This is an optimization exercise on Yosys and OpenROAD, whose aim is small area and a short achievable clock period, not a production implementation.
Where RTL was checked, it was by simulation tests only, not by an equivalence proof against the original.
No activity file was given, so power comes from the tool's default toggle rates.

## run A
==> flow/design.v <==
`timescale 1ns / 1ps
module register_file(
    input clk,
    input rst_d,
    input we,
    input [4:0] wa,
    input [15:0] wd,
    input [31:0] sela,
    input [31:0] selb,
    input hita,
    input hitb,
    input [15:0] byp,
    output [15:0] rda,
    output [15:0] rdb
    );
    localparam [511:0] INIT = {
        {19{16'h0000}},
        16'h0000, 16'h765E, 16'h756F, 16'h0000, 16'h3721, 16'h856D, 16'h0000,
        16'h0040, 16'h0060, 16'h0000, 16'h0060, 16'h0040, 16'h0000 };
    reg [15:0] rf [0:31];
    wire [15:0] wd0 = wd & {16{~rst_d}};
    wire [15:0] wd1 = wd | {16{rst_d}};
    genvar i;
    generate
        for (i = 0; i < 32; i = i + 1) begin : g_reg
            localparam [15:0] IV = INIT[16*i +: 16];
            always @(posedge clk)
                if (rst_d || (we && wa == i))
                    rf[i] <= (wd0 & ~IV) | (wd1 & IV);
        end
    endgenerate
    reg [15:0] ora, orb;
    integer k;
    always @(*) begin
        ora = byp & {16{hita}};
        orb = byp & {16{hitb}};
        for (k = 0; k < 32; k = k + 1) begin
            ora = ora | (rf[k] & {16{sela[k]}});
            orb = orb | (rf[k] & {16{selb[k]}});
        end
    end
    assign rda = ora;
    assign rdb = orb;
endmodule
`timescale 1ns / 1ps
module top_module(
    input clk,
    input rst,
    input [31:0] instr,
    output [15:0] alu_out,
    output top_out
    );
    reg rst_d;
    reg [31:0] selA1, selB1;
    reg hitA1, hitB1;
    reg [4:0] rd1;
    reg mul1, shl1, xor1, add1, v1;
    reg [15:0] A2, B2;
    reg [7:0] Am2, Bm2;       
    reg [4:0] rd2;
    reg mul2, shl2, xor2, add2, v2;
    reg [15:0] ps3, pc3, pd3;
    reg z3, nz3, v3;
    reg [4:0] rd3;
    reg [15:0] res4, res4w;
    reg z4, v4;
    reg [4:0] rd4;
    assign alu_out = res4;
    assign top_out = z4;
    wire [4:0] ra = instr[4:0];
    wire [4:0] rb = instr[9:5];
    wire [2:0] op = instr[17:15];
    wire hA = v3 && rd3 == ra;
    wire hB = v3 && rd3 == rb;
    wire [15:0] rda, rdb;
    register_file rf1(.clk(clk), .rst_d(rst_d), .we(v4), .wa(rd4), .wd(res4w),
                      .sela(selA1), .selb(selB1), .hita(hitA1), .hitb(hitB1),
                      .byp(res4w), .rda(rda), .rdb(rdb));
    wire [15:0] sh = (|B2[15:4]) ? 16'd0 : (A2 << B2[3:0]);
    wire [15:0] sum = A2 + B2;
    wire [15:0] x = A2 ^ B2;
    wire [15:0] r2 = (sh & {16{shl2}}) | (x & {16{xor2}}) | (sum & {16{add2}});
    wire zsh = (|B2[15:4]) || ~|(A2 & (16'hffff >> B2[3:0]));
    wire zx = A2 == B2;
    wire zadd = x == {A2[14:0] | B2[14:0], 1'b0};    
    wire zmul = ~|Am2 || ~|Bm2;
    wire z2 = (mul2 && zmul) || (shl2 && zsh) || (xor2 && zx) || (add2 && zadd) ||
              !(mul2 || shl2 || xor2 || add2);
    wire [15:0] pp [0:7];
    genvar j;
    generate
        for (j = 0; j < 8; j = j + 1) begin : g_pp
            assign pp[j] = {8'd0, Am2 & {8{Bm2[j]}}} << j;
        end
    endgenerate
    wire [15:0] s0 = pp[0] ^ pp[1] ^ pp[2];
    wire [15:0] c0 = ((pp[0] & pp[1]) | (pp[0] & pp[2]) | (pp[1] & pp[2])) << 1;
    wire [15:0] s1 = pp[3] ^ pp[4] ^ pp[5];
    wire [15:0] c1 = ((pp[3] & pp[4]) | (pp[3] & pp[5]) | (pp[4] & pp[5])) << 1;
    wire [15:0] s2 = s0 ^ c0 ^ s1;
    wire [15:0] c2 = ((s0 & c0) | (s0 & s1) | (c0 & s1)) << 1;
    wire [15:0] s3 = c1 ^ pp[6] ^ pp[7];
    wire [15:0] c3 = ((c1 & pp[6]) | (c1 & pp[7]) | (pp[6] & pp[7])) << 1;
    wire [15:0] s4 = s2 ^ c2 ^ s3;
    wire [15:0] c4 = ((s2 & c2) | (s2 & s3) | (c2 & s3)) << 1;
    wire [15:0] t5 = ps3 ^ pc3 ^ pd3;
    wire [15:0] c5 = ((ps3 & pc3) | (ps3 & pd3) | (pc3 & pd3)) << 1;
    wire [15:0] res = t5 + c5;
    always @(posedge clk) begin
        rst_d <= rst;
        if (rst) begin
            mul1 <= 1'b0; shl1 <= 1'b0; xor1 <= 1'b0; add1 <= 1'b0; v1 <= 1'b0;
            hitA1 <= 1'b0; hitB1 <= 1'b0;
            Am2 <= 8'd0; Bm2 <= 8'd0;
            mul2 <= 1'b0; shl2 <= 1'b0; xor2 <= 1'b0; add2 <= 1'b0; v2 <= 1'b0;
            z3 <= 1'b1; nz3 <= 1'b0; v3 <= 1'b0;
            res4 <= 16'd0; z4 <= 1'b0; v4 <= 1'b0;
        end else begin
            mul1 <= op == 3'd1; shl1 <= op == 3'd2; xor1 <= op == 3'd3; add1 <= op == 3'd4;
            v1 <= 1'b1;
            hitA1 <= hA; hitB1 <= hB;
            Am2 <= rda[7:0] & {8{mul1}}; Bm2 <= rdb[7:0] & {8{mul1}};
            mul2 <= mul1; shl2 <= shl1; xor2 <= xor1; add2 <= add1; v2 <= v1;
            z3 <= z2; nz3 <= 1'b1; v3 <= v2;
            res4 <= res & {16{nz3}}; z4 <= z3; v4 <= v3;
        end
        selA1 <= (32'd1 << ra) & {32{~hA}};
        selB1 <= (32'd1 << rb) & {32{~hB}};
        rd1 <= instr[14:10];
        A2 <= rda; B2 <= rdb; rd2 <= rd1;
        ps3 <= s4; pc3 <= c4; pd3 <= c3 | r2; rd3 <= rd2;
        res4w <= res; rd4 <= rd3;
    end
endmodule
Settings: LEC_CHECK=0, CAP_MARGIN=20, CORE_MARGIN=2, CORE_UTILIZATION=40, CTS_BUF_LIST=sky130_fd_sc_hd__clkbuf_16, CTS_CLUSTER_DIAMETER=80, CTS_CLUSTER_SIZE=22, PLACE_DENSITY=0.6, SETUP_SLACK_MARGIN=2.55, SLEW_MARGIN=20; clock period 5.0 ns.
run.sh (not shown) runs the stock make flow with config.mk's settings and CLKGATE_MAP_FILE= SYNTH_SCRIPT=/design/flow/synth_recipe.tcl, a recipe that flattens the netlist after the stock synthesis.
Run A closes out successfully: all stages finished, all timing, DRC and antenna checks passed.
### run A -> run B
- swapping 2.55 for 2.8 in SETUP_SLACK_MARGIN
- clearing CTS_BUF_LIST, which used to be sky130_fd_sc_hd__clkbuf_16
- clearing CTS_CLUSTER_DIAMETER, which used to be 80
- clearing CTS_CLUSTER_SIZE, which used to be 22
### Flow results
In the reports for run A and run B, the larger number of H-tree levels belongs to run B.
When run B is set beside run A, its flip-flop and latch share of the layout cell area turns out to be 2.6 points smaller.
Wire length of the first global-routing pass (run B over run A): increase, 1.7%
Per the comparison of run B with run A, routability congestion estimate went down by about 3.5%, met3 track utilization from global routing went down by 1.1 points, post-route clock period utilization went down by 1.2 points, buffer levels on the longest clock path was more or less identical, count of TritonRoute iterations in the first routing pass went down by 3.
What run C does differently from run B at the input level:
- setting CTS_BUF_LIST to sky130_fd_sc_hd__clkbuf_16 for the first time
- setting CTS_CLUSTER_DIAMETER to 80 for the first time
- setting CTS_CLUSTER_SIZE to 22 for the first time
--- outcome ---
Run C vs. run B: met3 wire length moved down, final period demand of the worst path moved up, number of setup buffers added after CTS moved up, cell internal power dissipation moved down. Looking at number of gates resized after CTS, run C sits 13 lower than run B does. Diff run B -> run C: final worst slack fell by 0.057 ns; end-of-flow core utilization fell by 1.5 points; wire length after detailed routing fell by about 0.66%. From run B to run C the numbers moved as follows: maximum frequency -9.3 MHz, cell area power density decreased by about 12% relative to the old numbers.

---

## the baseline
Another version of the RTL of top_module (not shown whole).
Size in the first run: ~2300 cells after synthesis, roughly 730 flip-flops, ~51 I/O pins, about 30000 um2 of cells after synthesis.
clock: 5.0 ns
lec_check: 0
cap_margin: 20
core_margin: 2
core_utilization: 40
place_density: 0.6
setup_slack_margin: 2.3
slew_margin: 20
The baseline | status: complete | timing, DRC, antenna: pass
#### Input delta (the candidate over the baseline)
- SETUP_SLACK_MARGIN: 2.3 -> 2.8
==> comparison <==
Diff the baseline..the candidate | cell area after placement | negligible. Diff the baseline -> the candidate | fraction of layout cells with a size suffix above 1 | increase of 5.6 points. Area taken by multi-input logic gates (lower): the baseline. Looking at the candidate and the baseline, the synthesized cell count is a wash. Comparing the candidate and the baseline, the lower achievable frequency is on the baseline.
Function was not checked in any run of this note: the RTL went through the layout flow alone.

---

## alpha
Another version of the RTL of top_module (not shown whole).
Size in the first run: about 720 flip-flops, ~51 I/O pins.
clock: 5.0 ns
lec_check: 0
cap_margin: 20
core_margin: 2
core_utilization: 40
cts_buf_list: sky130_fd_sc_hd__clkbuf_16
cts_cluster_diameter: 100
cts_cluster_size: 30
place_density: 0.6
setup_slack_margin: 2.8
slew_margin: 20
#### Input delta (beta over alpha)
Settings: CTS_CLUSTER_SIZE removed (was 30); CTS_BUF_LIST removed (was sky130_fd_sc_hd__clkbuf_16); CTS_CLUSTER_DIAMETER removed (was 100).
Findings:
Highest achievable clock rate, alpha and beta, lower one = beta. The final layout from beta, which completed every stage, passed the timing, DRC and antenna checks at the end of the flow. beta vs. alpha: worst setup margin -0.064 ns; count of plain and timing-repair buffers -3; area added between synthesis and finish +4.8 points; final cell area excluding filler cells +4.1%; number of DRC markers in iteration 0 +680. The critical path depth in beta sits 1 below the value recorded for alpha. Delta (beta minus alpha): sequential share of layout area went down by 1.6 points; total routing resource utilization after global routing went up by 0.76 points; first-pass GRT wire length went up by 3900 um.
No run of this note included a check of the RTL's function; only the layout flow was run.

[port drivers added, routing unchanged]
How much do the figures lean on ideal ports? The routed layouts below were timed once more, with nothing changed but the port constraints.
Step 1 assumes that a clkbuf_16 drives the clock port and a buf_2 every other input.
Step 2 adds t to the input delays and takes it off the output delays; t is the mean of the earliest and latest rising clock arrival at the registers after step 1. Input paths then give back, and output paths get back, about the clock's delay inside the block.
Slacks: ideal ports / drivers / drivers and shift; pairs: ideal ports / drivers.
run	shift t [ns]	slack for setup (ns)	worst hold slack (ns)	slew at the worst register clock pin (ns)	pins driven straight from the clock port
run A	0.671	2.489 / 2.489 / 2.097	0.332 / 0.332 / 0.332	0.10 / 0.10	1
run B	0.694	2.551 / 2.551 / 2.331	0.323 / 0.323 / 0.323	0.07 / 0.07	1
run C	0.676	2.494 / 2.494 / 2.321	0.329 / 0.329 / 0.329	0.10 / 0.10	1
the baseline	0.694	2.355 / 2.355 / 1.996	0.324 / 0.324 / 0.324	0.07 / 0.07	1
the candidate	0.704	2.449 / 2.449 / 2.129	0.326 / 0.326 / 0.326	0.07 / 0.07	1
alpha	0.665	2.465 / 2.465 / 2.118	0.323 / 0.323 / 0.323	0.12 / 0.12	1
beta	0.701	2.401 / 2.401 / 2.103	0.323 / 0.323 / 0.323	0.07 / 0.07	1
After both steps setup and hold are still met in every run listed. The setup slack of run A, which loses most, moves by 0.000 ns with the drivers and by -0.392 ns with both steps.
